Source: an optimization exercise on an open RTL-to-GDS flow (aim: small area). Production flows keep margins and buffers that such runs may drop. Function was checked by simulation only, so behaviour that the tests miss may differ from the original. Power and IR drop assume default switching activity. No driver is modelled on the clock port, so clocking that relies on it looks cheaper here than on a real chip.

// conv
module conv(
  input clk,
  input reset,
  input [15:0] pxl_in,
  output [15:0] pxl_out,
  output [9:0] count,
  output valid
);
export LEC_CHECK = 0
export ABC_AREA = 0
export CAP_MARGIN = 0
export CORE_MARGIN = 2
export CORE_UTILIZATION = 40
export CTS_CLUSTER_DIAMETER = 150
export CTS_CLUSTER_SIZE = 25
export GPL_TIMING_DRIVEN = 0
export SLEW_MARGIN = 0
export SYNTH_HIERARCHICAL = 1
create_clock -name core_clock -period 7.5 [get_ports {clk}]
standard.sh (not shown) runs the stock make flow with config.mk's settings and CLKGATE_MAP_FILE= SYNTH_SCRIPT=/design/flow/synth_recipe.tcl, a recipe that flattens the netlist after the stock synthesis.
==> flow/flow/run.sh <==
#!/bin/bash
# The standard layout (standard.sh) with two changes: the port buffers are
# the two-strength buffer cell (buf_2), and clock tree synthesis puts up to 33 flip-flops
# (within 90 um) on one leaf buffer and adds no dummy loads.
# ORFS writes each step's full log under orfs/logs/; make's output goes to
# standard.log.
set -euo pipefail
export BUFFER_PORTS_ARGS="-buffer_cell sky130_fd_sc_hd__buf_2"
export CTS_ARGS="-sink_clustering_enable -repair_clock_nets -dont_use_dummy_load -sink_clustering_size 33 -sink_clustering_max_diameter 90"
bash standard.sh > standard.log 2>&1
Change:
==> flow/flow/run.sh (replaced) <==
#!/bin/bash
# The standard layout (standard.sh) with two changes: the port buffers are
# the two-strength buffer cell (buf_2), and clock tree synthesis puts up to 30 flip-flops
# (within 70 um) on one leaf buffer and adds no dummy loads.
# ORFS writes each step's full log under orfs/logs/; make's output goes to
# standard.log.
set -euo pipefail
export BUFFER_PORTS_ARGS="-buffer_cell sky130_fd_sc_hd__buf_2"
export CTS_ARGS="-sink_clustering_enable -repair_clock_nets -dont_use_dummy_load -sink_clustering_size 30 -sink_clustering_max_diameter 70"
bash standard.sh > standard.log 2>&1
--- a/flow/config.mk
+++ b/flow/config.mk
@@ -9,5 +9,5 @@
 export CAP_MARGIN = 0
 export CORE_MARGIN = 2
-export CORE_UTILIZATION = 40
+export CORE_UTILIZATION = 55
 export CTS_CLUSTER_DIAMETER = 150
 export CTS_CLUSTER_SIZE = 25
What happened:
- sequential cell count stays the same
- fmax stays flat
- count of clock-buffer cells in the layout went up by 7
- worst hold slack loses 0.031 ns
- final area goes down by 0.40%
- setup slack improved by 0.0058 ns
- core utilization came out higher by 16 points
- die area goes down by 27%
- sequential power stays flat
- final cell count decreases by 8.5%
- routed wire length came out higher by 1.4%
Change:
==> flow/flow/run.sh (replaced) <==
#!/bin/bash
# The standard layout (standard.sh) with two changes: the port buffers are
# the two-strength buffer cell (buf_2), and clock tree synthesis puts up to 31 flip-flops
# (within 80 um) on one leaf buffer and adds no dummy loads.
# ORFS writes each step's full log under orfs/logs/; make's output goes to
# standard.log.
set -euo pipefail
export BUFFER_PORTS_ARGS="-buffer_cell sky130_fd_sc_hd__buf_2"
export CTS_ARGS="-sink_clustering_enable -repair_clock_nets -dont_use_dummy_load -sink_clustering_size 31 -sink_clustering_max_diameter 80"
bash standard.sh > standard.log 2>&1
--- a/flow/config.mk
+++ b/flow/config.mk
@@ -9,8 +9,9 @@
 export CAP_MARGIN = 0
 export CORE_MARGIN = 2
-export CORE_UTILIZATION = 55
+export CORE_UTILIZATION = 40
 export CTS_CLUSTER_DIAMETER = 150
 export CTS_CLUSTER_SIZE = 25
 export GPL_TIMING_DRIVEN = 0
+export PLACE_DENSITY = 0.75
 export SLEW_MARGIN = 0
 export SYNTH_HIERARCHICAL = 1
Non-clock buffer count went up by 2.
Total power went down by 0.33%.
Setup slack gets better by 0.019 ns.
Core utilization went down by 16 points.
Die area went up by 37%.

Setup of JK:
conv, a different RTL version from the one above (not shown whole).
Size in the first run: ~1300 cells after synthesis, roughly 960 flip-flops, about 45 I/O pins.
## conv
module conv(
  input clk,
  input reset,
  input [15:0] pxl_in,
  output [15:0] pxl_out,
  output [9:0] count,
  output valid
);
  reg [15:0] r00;
  reg [15:0] r01;
  reg p_r01_14_1;
  reg [15:0] r02;
  reg p_r02_14_1;
  reg [15:0] r10;
  reg p_r10_14_1;
  reg [15:0] r11;
  reg p_r11_14_1;
  reg [15:0] r12;
  reg p_r12_14_1;
  reg [15:0] r20;
  reg [15:0] r21;
  reg [15:0] r22;
  reg [25*16-1:0] line1;
  wire [15:0] line1_o = line1[25*16-1:24*16];
  reg [25*16-1:0] line2;
  wire [15:0] line2_o = line2[25*16-1:24*16];
  wire s1, c2;
  ha us1 (pxl_in[2], pxl_in[0], s1, c2);
  wire s3, c4;
  fa us3 (pxl_in[3], pxl_in[1], c2, s3, c4);
  wire s5, c6;
  fa us5 (pxl_in[4], pxl_in[2], c4, s5, c6);
  wire s7, c8;
  fa us7 (pxl_in[5], pxl_in[3], c6, s7, c8);
  wire s9, c10;
  fa us9 (pxl_in[6], pxl_in[4], c8, s9, c10);
  wire s11, c12;
  fa us11 (pxl_in[7], pxl_in[5], c10, s11, c12);
  wire s13, c14;
  fa us13 (pxl_in[8], pxl_in[6], c12, s13, c14);
  wire s15, c16;
  fa us15 (pxl_in[9], pxl_in[7], c14, s15, c16);
  wire s17, c18;
  fa us17 (pxl_in[10], pxl_in[8], c16, s17, c18);
  wire s19, c20;
  fa us19 (pxl_in[11], pxl_in[9], c18, s19, c20);
  wire s21, c22;
  fa us21 (pxl_in[12], pxl_in[10], c20, s21, c22);
  wire s23, c24;
  fa us23 (pxl_in[13], pxl_in[11], c22, s23, c24);
  wire s25, c26;
  fa us25 (pxl_in[14], pxl_in[12], c24, s25, c26);
  wire x27;
  xo ux27 (pxl_in[15], pxl_in[13], x27);
  wire x28;
  xo ux28 (x27, c26, x28);
  wire s29, c30;
  ha us29 (pxl_in[1], pxl_in[0], s29, c30);
  wire s31, c32;
  fa us31 (pxl_in[2], pxl_in[1], c30, s31, c32);
  wire s33, c34;
  fa us33 (pxl_in[3], s1, c32, s33, c34);
  wire s35, c36;
  fa us35 (pxl_in[4], s3, c34, s35, c36);
  wire s37, c38;
  fa us37 (pxl_in[5], s5, c36, s37, c38);
  wire s39, c40;
  fa us39 (pxl_in[6], s7, c38, s39, c40);
  wire s41, c42;
  fa us41 (pxl_in[7], s9, c40, s41, c42);
  wire s43, c44;
  fa us43 (pxl_in[8], s11, c42, s43, c44);
  wire s45, c46;
  fa us45 (pxl_in[9], s13, c44, s45, c46);
  wire s47, c48;
  fa us47 (pxl_in[10], s15, c46, s47, c48);
  wire s49, c50;
  fa us49 (pxl_in[11], s17, c48, s49, c50);
  wire s51, c52;
  fa us51 (pxl_in[12], s19, c50, s51, c52);
  wire s53, c54;
  ...
==> flow/config.mk <==
export PLATFORM = sky130hd
export DESIGN_NAME = conv
export DESIGN_NICKNAME = conv
export VERILOG_FILES = /design/flow/design.v
export SDC_FILE = /design/flow/constraint.sdc
export NUM_CORES = 4
export LEC_CHECK = 0
export ABC_AREA = 0
export CAP_MARGIN = 0
export CORE_MARGIN = 2
export CORE_UTILIZATION = 48
export CTS_CLUSTER_DIAMETER = 150
export CTS_CLUSTER_SIZE = 25
export GPL_TIMING_DRIVEN = 0
export SLEW_MARGIN = 0
export SYNTH_HIERARCHICAL = 1
==> flow/constraint.sdc <==
create_clock -name core_clock -period 7.5 [get_ports {clk}]
set_input_delay 1.5000 -clock core_clock [delete_from_list [all_inputs] [get_ports {clk}]]
set_output_delay 1.5000 -clock core_clock [all_outputs]
set_load 0.01 [all_outputs]
==> flow/flow/run.sh <==
#!/bin/bash
# The standard layout (standard.sh) with two changes: the port buffers are
# the two-strength buffer cell (buf_2), and clock tree synthesis puts up to 33 flip-flops
# (within 90 um) on one leaf buffer and adds no dummy loads.
# ORFS writes each step's full log under orfs/logs/; make's output goes to
# standard.log.
set -euo pipefail
export BUFFER_PORTS_ARGS="-buffer_cell sky130_fd_sc_hd__buf_2"
export CTS_ARGS="-sink_clustering_enable -repair_clock_nets -dont_use_dummy_load -sink_clustering_size 33 -sink_clustering_max_diameter 90 -root_buf sky130_fd_sc_hd__clkbuf_8 -buf_list sky130_fd_sc_hd__clkbuf_8 -sink_clustering_buffer sky130_fd_sc_hd__clkbuf_16"
bash standard.sh > standard.log 2>&1
JK finished every step from synthesis to the final layout, and the layout passed the timing, design-rule and antenna checks.
Changes in MS relative to JK:
Settings: swapping 48 for 40 in CORE_UTILIZATION.
--- a/flow/flow/run.sh
+++ b/flow/flow/run.sh
@@ -9 +9 @@
-export CTS_ARGS="-sink_clustering_enable -repair_clock_nets -dont_use_dummy_load -sink_clustering_size 33 -sink_clustering_max_diameter 90 -root_buf sky130_fd_sc_hd__clkbuf_8 -buf_list sky130_fd_sc_hd__clkbuf_8 -sink_clustering_buffer sky130_fd_sc_hd__clkbuf_16"
+export CTS_ARGS="-sink_clustering_enable -repair_clock_nets -dont_use_dummy_load -sink_clustering_size 33 -sink_clustering_max_diameter 90"
--- outcome ---
No stage failed in MS, and the final checks on the layout all came back clean.
In MS, the total chip power came out 0.16 mW above the value in JK.
The smallest setup slack after layout of MS is lower than that of JK.
Detailed router's first-iteration violation count grows by more than 10% when moving from JK to MS.
Modified inputs, AL compared to MS
==> flow/flow/run.sh <==
#!/bin/bash
# The standard layout (standard.sh) with two changes: the port buffers are
# the two-strength buffer cell (buf_2), and clock tree synthesis puts up to 31 flip-flops
# (within 85 um) on one leaf buffer and adds no dummy loads.
# ORFS writes each step's full log under orfs/logs/; make's output goes to
# standard.log.
set -euo pipefail
export BUFFER_PORTS_ARGS="-buffer_cell sky130_fd_sc_hd__buf_2"
export CTS_ARGS="-sink_clustering_enable -repair_clock_nets -dont_use_dummy_load -sink_clustering_size 31 -sink_clustering_max_diameter 85"
bash standard.sh > standard.log 2>&1
==> summary.txt <==
In the reports for AL and MS, the larger worst-case headroom to the max-slew limit belongs to MS. On leakage dissipation, AL and MS are basically level. The number of instances in the synthesized netlist on AL is in line with that on MS. AL vs MS: clock power up. AL finished every step from synthesis to the final layout, and the layout passed the timing, design-rule and antenna checks. Clock input transition at the sequential cells of the worst setup and hold paths delta (AL -> MS): insignificant. ~same total combinational power in AL and MS. On switching power, AL and MS are basically level. Row fraction of the cycle the final worst path needs: AL higher / MS lower. Compared MS against AL; total number of nets in the final design within noise.
## Diff of input files: TR against AL
Settings: CORE_UTILIZATION now 48, was 40.
--- a/flow/flow/run.sh
+++ b/flow/flow/run.sh
@@ -4 +4 @@
-# (within 85 um) on one leaf buffer and adds no dummy loads.
+# (within 80 um) on one leaf buffer and adds no dummy loads.
@@ -9 +9 @@
-export CTS_ARGS="-sink_clustering_enable -repair_clock_nets -dont_use_dummy_load -sink_clustering_size 31 -sink_clustering_max_diameter 85"
+export CTS_ARGS="-sink_clustering_enable -repair_clock_nets -dont_use_dummy_load -sink_clustering_size 31 -sink_clustering_max_diameter 80"
## What came out
- Relative to AL, the clock-buffer cell count measured on TR has increased by a few percent.
- TR vs. AL: part of the power in combinational logic went down by 0.2 points.
- Note that the average wire per standard cell recorded for TR amounts to 1.06 times the value seen in AL.
- Going from AL to TR, final instance area shows a reduction of 0.36%; fraction of met3 tracks used by global routing held.
- The cell-internal power of TR and that of AL are within noise of each other.
- TR ended up with a higher total routed wirelength than AL did.
- Compared with AL, die area in TR decreased by more than 10%.
Inputs modified between TR and PW:
Settings: a change of CORE_UTILIZATION from 48 to 40.
--- a/flow/flow/run.sh
+++ b/flow/flow/run.sh
@@ -3 +3 @@
-# the two-strength buffer cell (buf_2), and clock tree synthesis puts up to 31 flip-flops
+# the two-strength buffer cell (buf_2), and clock tree synthesis puts up to 32 flip-flops
@@ -9 +9 @@
-export CTS_ARGS="-sink_clustering_enable -repair_clock_nets -dont_use_dummy_load -sink_clustering_size 31 -sink_clustering_max_diameter 80"
+export CTS_ARGS="-sink_clustering_enable -repair_clock_nets -dont_use_dummy_load -sink_clustering_size 32 -sink_clustering_max_diameter 80"
==> comparison <==
- PW gives less final worst setup slack than TR did.
- Worst path buffer plus inverter count: PW vs TR identical
- Met1 capacity usage during global routing, TR and PW: lower on PW
- From PW to TR, number of standard cells after synthesis did not move at all.
- Looking at wire length, PW sits 0.47% lower than TR does.
- Going from TR to PW, effective utilization at floorplan shrinks by 8.2 points.
- Summary — non-clock buffer total of the final layout, PW relative to TR: higher, by 2.
- Number of antenna violations at the first check in global routing was higher in the run labelled PW.
- Delay of the slowest cell on the worst path: PW vs TR, no meaningful difference
- Relative contribution of the clock network to total power on PW is down relative to TR.
- Compared with TR, PW shows a higher standard-cell row count.

## port drivers added, routing unchanged
Ports are ideal in the flow. The routed layouts listed here were re-timed in OpenROAD.
Step 1 (the two cells are an assumption about what drives the block):
set clk [get_ports {clk}]
set_driving_cell -lib_cell sky130_fd_sc_hd__clkbuf_16 $clk
set_driving_cell -lib_cell sky130_fd_sc_hd__buf_2 [delete_from_list [all_inputs] $clk]
Step 2 times the ports against the registers' clock, not the clock port: input delays grow and output delays shrink by t, the midpoint of the rising clock arrivals with the driver on.
Slacks: ideal / step 1 / step 2; pairs: ideal / step 1.
run	t, ns	setup slack, ns	worst register clock-pin slew, ns	worst slew at a driven data input, ns
the first run of note 1	0.601	0.107 / 0.133 / -0.468	0.12 / 0.12	0.06
the second run of note 1	0.613	0.113 / 0.130 / -0.484	0.10 / 0.10	0.05
the third run of note 1	0.601	0.131 / 0.160 / -0.441	0.11 / 0.11	0.08
JK	0.700	0.215 / 0.244 / -0.456	0.12 / 0.12	0.05
MS	0.607	0.157 / 0.175 / -0.432	0.12 / 0.12	0.07
AL	0.613	0.139 / 0.161 / -0.452	0.12 / 0.12	0.07
TR	0.608	0.148 / 0.157 / -0.451	0.11 / 0.11	0.06
PW	0.613	0.134 / 0.156 / -0.456	0.12 / 0.12	0.07
Met with ideal ports but missed after step 2: setup timing in every run listed. For JK, which loses most, drivers alone change the setup slack by +0.029 ns; drivers and shift together by -0.671 ns.
